This design comes from an exercise in tuning for a short achievable clock period and few clock cycles on the open sky130 flow, not from production work.
Only simulation tests tie the RTL to the original design; equivalence was not proved.
Power is estimated from default activity; no workload was simulated.

## flow/run.sh

```bash
#!/bin/bash
# synth_recipe.tcl (not shown) runs the flow's synth.tcl, then flattens the netlist and writes it again
# the make line also repeats each setting of config.mk as NAME=value (left out here)
make -C /OpenROAD-flow-scripts/flow DESIGN_CONFIG=/design/flow/config.mk WORK_HOME=/design/flow/orfs CLKGATE_MAP_FILE= SYNTH_SCRIPT=/design/flow/synth_recipe.tcl finish
```

## flow/design.v

```verilog
module regfile(input         clk,
               input         we,
               input  [4:0]  ra1, ra2, wa,
               input  [31:0] wd,
               output [31:0] rd1, rd2);
  reg [31:0] rf[31:1];
  always @(posedge clk)
    if (we && wa != 5'd0) rf[wa] <= wd;
  assign rd1 = (ra1 != 5'd0) ? rf[ra1] : 32'b0;
  assign rd2 = (ra2 != 5'd0) ? rf[ra2] : 32'b0;
endmodule
module loadsel(input      [31:0] a,
               input             lbu,
               input      [1:0]  off,
               output reg [31:0] y);
  always @(*)
    if (lbu)
      case (off)
        2'b00: y = {24'b0, a[7:0]};
        2'b01: y = {24'b0, a[15:8]};
        2'b10: y = {24'b0, a[23:16]};
        2'b11: y = {24'b0, a[31:24]};
      endcase
    else
      y = a;
endmodule
module mips(input         clk, reset,
            output [31:0] pc,
            input  [31:0] instr,
            output        memwrite,
            output [31:0] memaddr,
            output [31:0] memwritedata,
            input  [31:0] memreaddata);
  reg  [31:0] pc_r;
  wire [31:0] pcplus4 = pc_r + 32'd4;
  wire        if_j    = (instr[31:26] == 6'b000010);
  reg         d_v;
  reg  [31:0] d_ir;
  reg  [31:0] d_pc4;
  reg         e_v;           
  reg         e_we;          
  reg         e_ld;          
  reg         e_lbu;
  reg         e_sw;
  reg         e_beq;
  reg         e_sub;
  reg         e_sel_sum, e_sel_and, e_sel_or, e_sel_nor, e_sel_slt;
  reg  [4:0]  e_wr;
  reg  [31:0] e_a, e_b, e_sd;
  reg         e_fa, e_fb, e_fsd;
  reg  [31:0] e_bt;
  reg         m_we, m_ld, m_lbu, m_sw;
  reg  [4:0]  m_wr;
  reg  [31:0] m_res;
  reg  [1:0]  m_alo;
  reg  [31:0] m_sd;
  reg         w_we;
  reg  [4:0]  w_wr;
  reg  [31:0] w_res;
  wire [5:0] op    = d_ir[31:26];
  wire [5:0] funct = d_ir[5:0];
  wire [4:0] rs    = d_ir[25:21];
  wire [4:0] rt    = d_ir[20:16];
  wire [4:0] rd    = d_ir[15:11];
  wire isR    = (op == 6'b000000);
  wire isLW   = (op == 6'b100011);
  wire isLBU  = (op == 6'b100100);
  wire isSW   = (op == 6'b101011);
  wire isBEQ  = (op == 6'b000100);
  wire isADDI = (op == 6'b001000) | (op == 6'b001001);
  wire isORI  = (op == 6'b001101);
  wire isANDI = (op == 6'b001100);
  wire isLUI  = (op == 6'b001111);
  wire fAND = (funct == 6'b100100);
  wire fOR  = (funct == 6'b100101);
  wire fNOR = (funct == 6'b100111);
  wire fSLT = (funct == 6'b101010);
  wire fSUB = (funct == 6'b100010) | (funct == 6'b100011);
  wire       d_regw = isR | isLW | isLBU | isADDI | isORI | isANDI | isLUI;
  wire [4:0] d_wr   = isR ? rd : rt;
  wire       d_we   = d_v & d_regw & (d_wr != 5'd0);
  wire       d_ld   = isLW | isLBU;
  wire       use_rt = isR | isSW | isBEQ;
  wire       alusrc = ~(isR | isBEQ);
  wire [31:0] simm = {{16{d_ir[15]}}, d_ir[15:0]};
  wire [31:0] imm  = isLUI ? {d_ir[15:0], 16'b0} :
                     (isORI | isANDI) ? {16'b0, d_ir[15:0]} : simm;
  wire [31:0] rf_a, rf_b;
  regfile rf(.clk(clk), .we(w_we), .ra1(rs), .ra2(rt), .wa(w_wr),
             .wd(w_res), .rd1(rf_a), .rd2(rf_b));
  wire [31:0] m_lddata;
  loadsel ls(.a(memreaddata), .lbu(m_lbu), .off(m_res[1:0]), .y(m_lddata));
  wire [31:0] m_val = m_ld ? m_lddata : m_res;
  wire a_m = m_we & (m_wr == rs);
  wire a_w = w_we & (w_wr == rs);
  wire b_m = m_we & (m_wr == rt);
  wire b_w = w_we & (w_wr == rt);
  wire [31:0] va = a_m ? m_val : a_w ? w_res : rf_a;
  wire [31:0] vb = b_m ? m_val : b_w ? w_res : rf_b;
  wire a_e = e_we & (e_wr == rs);
  wire b_e = e_we & (e_wr == rt);
  wire taken = e_beq & (ex_a == ex_b);
  wire stall = d_v & e_ld & (a_e | (b_e & use_rt));
  wire [31:0] ex_a  = e_fa  ? m_res : e_a;
  wire [31:0] ex_b  = e_fb  ? m_res : e_b;
  wire [31:0] ex_sd = e_fsd ? m_res : e_sd;
  wire [31:0] sum = ex_a + (e_sub ? ~ex_b : ex_b) + {31'b0, e_sub};
  wire [31:0] aor = ex_a | ex_b;
  wire [31:0] res = ({32{e_sel_sum}} & sum) |
                    ({32{e_sel_and}} & (ex_a & ex_b)) |
                    ({32{e_sel_or}}  & aor) |
                    ({32{e_sel_nor}} & ~aor) |
                    {31'b0, e_sel_slt & sum[31]};
  always @(posedge clk, posedge reset)
    if (reset) begin
      pc_r <= 32'b0;
      d_v  <= 1'b0;
      e_v <= 1'b0; e_we <= 1'b0; e_ld <= 1'b0; e_sw <= 1'b0; e_beq <= 1'b0;
      e_fa <= 1'b0; e_fb <= 1'b0; e_fsd <= 1'b0;
      m_we <= 1'b0; m_ld <= 1'b0; m_sw <= 1'b0;
      w_we <= 1'b0;
    end else begin
      if (taken)       pc_r <= e_bt;
      else if (!stall) pc_r <= if_j ? {pcplus4[31:28], instr[25:0], 2'b00} : pcplus4;
      if (taken)       d_v <= 1'b0;
      else if (!stall) d_v <= 1'b1;
      if (taken | stall) begin
        e_v <= 1'b0; e_we <= 1'b0; e_ld <= 1'b0; e_sw <= 1'b0; e_beq <= 1'b0;
        e_fa <= 1'b0; e_fb <= 1'b0; e_fsd <= 1'b0;
      end else begin
        e_v   <= d_v;
        e_we  <= d_we;
        e_ld  <= d_v & d_ld;
        e_sw  <= d_v & isSW;
        e_beq <= d_v & isBEQ;
        e_fa  <= d_v & a_e;
        e_fb  <= d_v & b_e & ~alusrc;
        e_fsd <= d_v & b_e;
      end
      m_we <= e_we;
      m_ld <= e_ld;
      m_sw <= e_sw;
      w_we <= m_we;
    end
  always @(posedge clk) begin
    if (!taken & !stall) begin
      d_ir  <= instr;
      d_pc4 <= pcplus4;
    end
    e_lbu     <= isLBU;
    e_sub     <= isR & (fSUB | fSLT);
    e_sel_sum <= isR ? ~(fAND | fOR | fNOR | fSLT) : ~(isORI | isANDI);
    e_sel_and <= (isR & fAND) | isANDI;
    e_sel_or  <= (isR & fOR) | isORI;
    e_sel_nor <= isR & fNOR;
    e_sel_slt <= isR & fSLT;
    e_wr      <= d_wr;
    e_a       <= va;
    e_b       <= alusrc ? imm : vb;
    e_sd      <= vb;
    e_bt      <= d_pc4 + {simm[29:0], 2'b00};
    m_lbu <= e_lbu;
    m_wr  <= e_wr;
    m_res <= res;
    m_alo <= res[1:0] & {2{~e_lbu}};
    m_sd  <= ex_sd;
    w_wr  <= m_wr;
    w_res <= m_val;
  end
  assign pc           = pc_r;
  assign memwrite     = m_sw;
  assign memaddr      = {m_res[31:2], m_alo};
  assign memwritedata = m_sd;
endmodule
```

## flow/constraint.sdc

```tcl
create_clock -name core_clock -period 9.0 [get_ports {clk}]
set_input_delay 1.8000 -clock core_clock [delete_from_list [all_inputs] [get_ports {clk}]]
set_output_delay 1.8000 -clock core_clock [all_outputs]
set_load 0.01 [all_outputs]
```

## flow/config.mk

```make
export PLATFORM = sky130hd
export DESIGN_NAME = mips
export DESIGN_NICKNAME = mips
export VERILOG_FILES = /design/flow/design.v
export SDC_FILE = /design/flow/constraint.sdc
export NUM_CORES = 4
export LEC_CHECK = 0
export CAP_MARGIN = 20
export CORE_MARGIN = 2
export CORE_UTILIZATION = 40
export SETUP_SLACK_MARGIN = 0.2
export SLEW_MARGIN = 20
```

==> results.json, run 1 <==
{
  "cts-root-buf": "clkbuf_16",
  "nNetsFinal": 4434,
  "outcome": "timing/DRC/antenna clean",
  "dr.pass1.iters": 6,
  "synth_top_area_share_pct": 48.6,
  "crit_fanout": 51,
  "ios": 163,
  "hold_buffers": 0,
  "syn_area_um2": 65300,
  "grtUsageTotal_pct": 23.5,
  "skew_ns": 0.0354,
  "largest-register": "rf.rf",
  "fin_crit_sh_pct": 49.6,
  "critPathKind": "flop to flop",
  "rsz0062_at_grt": "false",
  "post_cts_buffers": 0,
  "area_growth_pct": 13.8,
  "synthArstFlopShare_pct": 3.24,
  "cts_made_buffers": 146,
  "slowest_delay_ns": 0.64,
  "drt-initial-drc-count": 4270,
  "fp.dieArea_um2": 166000,
  "cts_resized": 0,
  "yosysUniqueCellTypes": 84,
  "critical_path.most_common_cell": "xnor2_1",
  "largest_reg_flops": 992,
  "power_w": 0.0175,
  "clkLatencyLatePin_ns": 0.80,
  "avgViaCountPerCell": 6.04,
  "crit_family": "compound AO/OA/AOI/OAI gates",
  "synthTopCellsByArea": "edfxtp_1, mux4_2, dfxtp_1",
  "hp-class": "flop to flop",
  "path_clk_slew_ns": 0.06,
  "grt_pass1_vias": 39980,
  "peakVddDrop_mv": 0.214,
  "syn_nets": 4334,
  "slowest_stage": "buf_4",
  "detail-route-antenna-nets": 0,
  "final_cell_mix": "edfxtp_1, mux4_2, a21oi_1, dfxtp_1, nor2_1",
  "power.density_nw_per_um2": 236,
  "syn_area_per_cell_um2": 15.8,
  "cts_tree": "done",
  "gp_congestion": 0.899,
  "arrival_ns": 5.08,
  "wirelength_mm": 197,
  "postSynthCellCount": 4142,
  "critPathRequiredTime_ns": 9.62,
  "crit_path_start_kind": "flop",
  "vias": 39514,
  "cts_sinks": 1359,
  "overflow": 0,
  "fill_cells": 13994,
  "die_h_um": 408,
  "dpl.hpwl_mm": 120,
  "initial_core_util_pct": 40.2,
  "worst-path-buf-inv": 1,
  "slew_headroom_pct": 21.3,
  "tightestPinTransition_ns": 1.18,
  "crit_chain": "buf_4, mux2i_1, xnor2_1, ha_1, nor2b_1, o31a_1, or3_1, a31o_1, a31oi_1, o21ai_2, a21boi_1, o31ai_1, xnor2_1, o21ai_1",
  "fin_setup_tns_ns": 0,
  "core_area_um2": 162000,
  "antenna_found_initial": 2,
  "mostFrequentLayoutCell": "edfxtp_1",
  "post-route-min-period_ns": 4.46,
  "grt_max_degree": 119,
  "grt_pass1_wl_mm": 285,
  "rows": 148,
  "endpoint_kind": "flop",
  "max_cap_viol_count": 0,
  "setup_viol": 0,
  "drc_errors": 0,
  "synth_seq_cells": 1359,
  "p_leak_nw": 25.2,
  "drv_slew": 0,
  "drive_gt1_share_pct": 23.9,
  "synth-edff-count": 1056,
  "ys_seq_area_share_pct": 58.2,
  "yosysWarnings": 3,
  "clock_path_buffers": 3,
  "synth_ff_type": "edfxtp_1",
  "synth_area_leader_cell": "edfxtp_1",
  "wl_per_cell_um": 30.2,
  "hold_violations": 0,
  "port_buffers": 162,
  "cts-htree-levels": 4,
  "die_x_um": 408,
  "post-route-util_pct": 45.7,
  "max_freq_mhz": 224,
  "regToRegSetupSlack_ns": 4.54
}
## through the flow
step	worst slack [ns]	hold slack [ns]	cell area, um^2	instances
2_1_floorplan	3.45	0.323	65300	4142
3_3_place_gp	4.62	0.325	69500	6269
3_5_place_dp	4.57	0.333	69500	6269
4_1_cts	4.54	0.345	74200	6537
5_1_grt	4.26	0.354	74300	6538
6_report	4.54	0.342	74300	6538
## cell usage after synthesis (all sizes together) (12+ instances only)
cell,n
a22o,17
nor2,231
clkbuf,204
dfrtp,44
o22ai,17
a221oi,76
buf,83
a221o,12
xor2,52
nor4,24
nand2,78
edfxtp,1056
and3,21
a21oi,234
nand2b,18
mux2,109
xnor2,116
inv,157
mux2i,178
dfxtp,259
nor3,16
ha,124
nand3,29
o21ai,81
nor2b,52
o21a,29
mux4,551
a211oi,83
nand4,13
a21o,63
## final timing paths
| path | cells past startpoint | endpoint | from |
|---|---|---|---|
| max in group asynchronous | 3 | e_fsd | reset |
| min | 0 | e_bt[0] | d_pc4[0] |
| min in group asynchronous | 3 | pc_r[30] | reset |
| min reg2reg | 0 | e_bt[0] | d_pc4[0] |
| max reg2reg | 14 | m_res[28] | e_fb |
| max | 14 | m_res[28] | e_fb |
## metal layers
layer	vias up	wire length, um	global-route usage [%]
met5	-	11	0
met4	2	7230	8.95
met3	356	14900	4.14
met2	1732	93500	37.5
met1	20634	81700	32.1
li1	16790	-	-
## area by class of cell
type	count	area (um^2)	area share, %
flip-flops and latches	1359	38100	51.3
multi-input cells	2338	25800	34.8
clock buffers	194	3990	5.37
well taps	2175	2720	3.67
repair buffers	239	2310	3.11
clock inverters	74	732	0.986
inverters	158	593	0.799
diodes	1	2.50	0.00337
## power breakdown
group          internal [W]  switching [W]  leakage, nW
sequential          0.00781        0.00101         12.3
combinational       0.00126        0.00141         10.6
clock               0.00345        0.00255         2.30
## cells by family after synthesis
family	Yosys count	share of synthesized area [%]
flops	1359	58.2
compound gates	684	6.98
xor+xnor	168	2.25
mux	838	23.6
simple gates	522	3.82
buf+inv	445	2.65
fa+ha+maj	126	2.44
Testbench counts, summed over its fixed seeds: cycles 65,056.
==> run 2, diff against run 1 <==
--- a/flow/design.v
+++ b/flow/design.v
@@ -49,6 +49,8 @@
   reg  [31:0] e_a, e_b, e_sd;
   reg         e_fa, e_fb, e_fsd;
   reg  [31:0] e_bt;
+  reg         e_off0;        
+  reg         e_off1;        
   reg         m_we, m_ld, m_lbu, m_sw;
   reg  [4:0]  m_wr;
   reg  [31:0] m_res;
@@ -99,7 +101,10 @@
   wire [31:0] vb = b_m ? m_val : b_w ? w_res : rf_b;
   wire a_e = e_we & (e_wr == rs);
   wire b_e = e_we & (e_wr == rt);
-  wire taken = e_beq & (ex_a == ex_b);
+  wire eq     = e_beq & (ex_a == ex_b);
+  wire d_isj  = (op == 6'b000010);
+  wire taken  = eq & ~e_off0 & ~(e_off1 & ~d_isj);
+  wire squash = eq & ~e_off0;
   wire stall = d_v & e_ld & (a_e | (b_e & use_rt));
   wire [31:0] ex_a  = e_fa  ? m_res : e_a;
   wire [31:0] ex_b  = e_fb  ? m_res : e_b;
@@ -124,7 +129,7 @@
       else if (!stall) pc_r <= if_j ? {pcplus4[31:28], instr[25:0], 2'b00} : pcplus4;
       if (taken)       d_v <= 1'b0;
       else if (!stall) d_v <= 1'b1;
-      if (taken | stall) begin
+      if (squash | stall) begin
         e_v <= 1'b0; e_we <= 1'b0; e_ld <= 1'b0; e_sw <= 1'b0; e_beq <= 1'b0;
         e_fa <= 1'b0; e_fb <= 1'b0; e_fsd <= 1'b0;
       end else begin
@@ -159,6 +164,8 @@
     e_b       <= alusrc ? imm : vb;
     e_sd      <= vb;
     e_bt      <= d_pc4 + {simm[29:0], 2'b00};
+    e_off0    <= (d_ir[15:0] == 16'd0);
+    e_off1    <= (d_ir[15:0] == 16'd1);
     m_lbu <= e_lbu;
     m_wr  <= e_wr;
     m_res <= res;
==> flow/config.mk (replaced) <==
export PLATFORM = sky130hd
export DESIGN_NAME = mips
export DESIGN_NICKNAME = mips
export VERILOG_FILES = /design/flow/design.v
export SDC_FILE = /design/flow/constraint.sdc
export NUM_CORES = 4
export LEC_CHECK = 0
export ABC_CLOCK_PERIOD_IN_PS = 2500
export CAP_MARGIN = 20
export CORE_MARGIN = 2
export CORE_UTILIZATION = 55
export SETUP_SLACK_MARGIN = 5
export SLEW_MARGIN = 20
==> run 2 against run 1 <==
  * Largest cell class unchanged
  * Area after synthesis fell by 0.22%
  * Non-clock buffer count increased by 29
  * Wire length is 2.2% higher
  * Largest power group unchanged
==> results.json, run 2 <==
{
  "grt_pass1_vias": 39365,
  "outcome": "timing/DRC/antenna clean",
  "synthArstFlopShare_pct": 3.23,
  "drv_slew": 0,
  "core_area_um2": 118000,
  "grtUsageTotal_pct": 33.4,
  "port_buffers": 162,
  "p_leak_nw": 25.6,
  "drive_gt1_share_pct": 24.5,
  "synth_area_leader_cell": "edfxtp_1",
  "tightestPinTransition_ns": 1.20,
  "synth-edff-count": 1056,
  "largest_reg_flops": 992,
  "post-route-util_pct": 62.7,
  "detail-route-antenna-nets": 0,
  "drc_errors": 0,
  "cts_tree": "done",
  "synth_compound_area_share_pct": 6.25,
  "synthXorXnorAreaFrac_pct": 2.35,
  "wirelength_mm": 202,
  "hold_buffers": 0,
  "yosysUniqueCellTypes": 79,
  "vias": 39965,
  "slew_headroom_pct": 19.3,
  "fin_crit_sh_pct": 43.1,
  "final_area_um2": 73800,
  "dr.pass1.iters": 6,
  "mostFrequentLayoutCell": "edfxtp_1",
  "cts_made_buffers": 147,
  "die_x_um": 348,
  "grt_max_degree": 124,
  "max_freq_mhz": 258,
  "area_growth_pct": 13.3,
  "initial_core_util_pct": 55.3,
  "ios": 163,
  "arrival_ns": 4.50,
  "yosysWarnings": 3,
  "synth_adder_area_share_pct": 2.44,
  "hp-class": "flop to flop",
  "nNetsFinal": 4479,
  "gp_congestion": 0.918,
  "ys_seq_area_share_pct": 58.4,
  "power.density_nw_per_um2": 231,
  "cts_sinks": 1361,
  "hold_violations": 0,
  "synth_top_area_share_pct": 48.7,
  "drt-initial-drc-count": 4895,
  "endpoint_kind": "flop",
  "rsz0062_at_grt": "true",
  "synth_top_family_by_area": "multiplexers",
  "synth_ff_type": "edfxtp_1",
  "skew_ns": 0.0279,
  "fill_cells": 8649,
  "postSynthCellCount": 4153,
  "power_w": 0.0170,
  "final_cell_mix": "edfxtp_1, mux4_2, a21oi_1, dfxtp_1, mux2i_1",
  "dpl.hpwl_mm": 120,
  "overflow": 0,
  "synth.most_common_cell": "edfxtp_1",
  "clock_path_buffers": 3,
  "setup_viol": 0,
  "path_clk_slew_ns": 0.06,
  "rows": 126,
  "syn_area_um2": 65100,
  "critPathRequiredTime_ns": 9.62,
  "largest-register": "rf.rf",
  "synth-simple-area-share_pct": 4.24,
  "cts-htree-levels": 4,
  "syn_nets": 4345,
  "post-route-min-period_ns": 3.88,
  "grt_pass1_wl_mm": 287,
  "muxShareOfSynthArea_pct": 23.8,
  "synth_seq_cells": 1361,
  "clkLatencyLatePin_ns": 0.77,
  "crit_path_start_kind": "flop",
  "antenna_found_initial": 4,
  "critPathKind": "flop to flop",
  "fp.dieArea_um2": 121000,
  "synthTopCellsByArea": "edfxtp_1, mux4_2, dfxtp_1",
  "avgViaCountPerCell": 6.72,
  "peakVddDrop_mv": 0.214,
  "wl_per_cell_um": 33.9,
  "place_area_um2": 68600,
  "syn_area_per_cell_um2": 15.7,
  "die_h_um": 348,
  "max_cap_viol_count": 0,
  "fin_setup_tns_ns": 0,
  "crit_fanout": 109,
  "cts-root-buf": "clkbuf_16",
  "synth_common_cells": "edfxtp_1, mux4_2, dfxtp_1, a21oi_1, mux2i_1"
}
[run 2: layout make-up]
class                      count  area [um^2]  share of cell area, %
antenna                        1         2.50                0.00339
clock buffer                 198         4110                   5.57
tap                         1536         1920                   2.60
inverter                     131          492                  0.666
clock inverter                71          582                  0.788
timing repair buffer         268         2690                   3.64
sequential                  1361        38100                   51.6
multi-input combinational   2378        25900                   35.1
[run 2: through the flow]
| stage | hold slack [ns] | instances | setup WS [ns] |
|---|---|---|---|
| after floorplan | 0.323 | 4153 | 5.00 |
| after global placement | 0.327 | 5654 | 4.50 |
| after detailed placement | 0.329 | 5655 | 4.41 |
| after CTS | 0.349 | 5931 | 4.94 |
| after global routing | 0.354 | 5943 | 4.94 |
| final | 0.348 | 5944 | 5.12 |
[run 2: repair_timing]
item                       CTS  global route
buffers inserted             7            11
pin swaps                    1             3
setup endpoints to repair  161           100
gates cloned                 0             1
gates resized for setup     29            23
[run 2: worst max-delay path: stages (launching register included)]
cell and delay (ns):
dfxtp_4 0.70, buf_12 0.53, mux4_2 0.41, mux4_2 0.49, mux2i_1 0.30, nor2_1 0.09
a211oi_2 0.57, a21oi_1 0.19, nand2_1 0.14, o21ai_0 0.08
[run 2: final timing paths]
kind	cells after the start	slack, ns	end	start
max in group asynchronous	3	6.88	e_fa	reset
min in group asynchronous	3	1.55	e_sw	reset
min	0	0.35	e_bt[0]	d_pc4[0]
min reg2reg	0	0.35	e_bt[0]	d_pc4[0]
max	9	5.12	e_b[26]	flop
max reg2reg	9	5.12	e_b[26]	flop
[run 2: logic make-up (layout without fill, tap and decap cells)]
group,after synthesis,in the layout
DFF,1361,1361
muxes,848,848
AOI/OAI and AO/OA,642,642
and+or+nand+nor,588,588
buffers and inverters,414,668
xor gates and xnor gates,174,174
adders and majority gates,126,126
other,0,1
[run 2: where the power goes]
part	internal [W]	switching, W	leakage (nW)	total (W)
clock network	0.00339	0.00252	2.31	0.00591
registers	0.00775	0.000937	12.4	0.00869
logic	0.00110	0.00132	10.9	0.00242
total	0.0122	0.00478	25.6	0.0170
[run 2: routing by layer]
| metal | wire length (um) | GRT usage (%) | vias to the layer above | part of all wire [%] |
|---|---|---|---|---|
| met5 | 27 | 0 | - | 0.013 |
| met4 | 7130 | 11.5 | 4 | 3.5 |
| met3 | 17900 | 5.89 | 352 | 8.9 |
| met2 | 95300 | 52.4 | 1965 | 47 |
| met1 | 81300 | 47.6 | 20839 | 40 |
| li1 | - | - | 16805 | - |
Testbench counts of run 2, summed over its fixed seeds: cycles 63,626.

port drivers added, routing unchanged:
Ports are ideal in the flow. The routed layouts listed here were re-timed in OpenROAD.
Step 1, drivers: a clkbuf_16 drives clk and a buf_2 each remaining input, both assumed.
Step 2 times the ports against the registers' clock, not the clock port: input delays grow and output delays shrink by t, the midpoint of the rising clock arrivals with the driver on.
Slacks: ideal ports / drivers / drivers and shift; pairs: ideal ports / drivers.
| run | t, ns | setup slack, ns | clock arrival spread, ns | slew at the worst register clock pin (ns) | pins driven straight from the clock port |
|---|---|---|---|---|---|
| run 1 | 0.857 | 4.537 / 4.537 / 4.537 | 0.049 / 0.049 | 0.07 / 0.07 | 1 |
| run 2 | 0.836 | 5.121 / 5.121 / 4.578 | 0.031 / 0.030 | 0.07 / 0.07 | 1 |
After both steps every run listed still meets setup and hold. For run 2, which loses most, drivers alone change the setup slack by 0.000 ns; drivers and shift together by -0.543 ns.
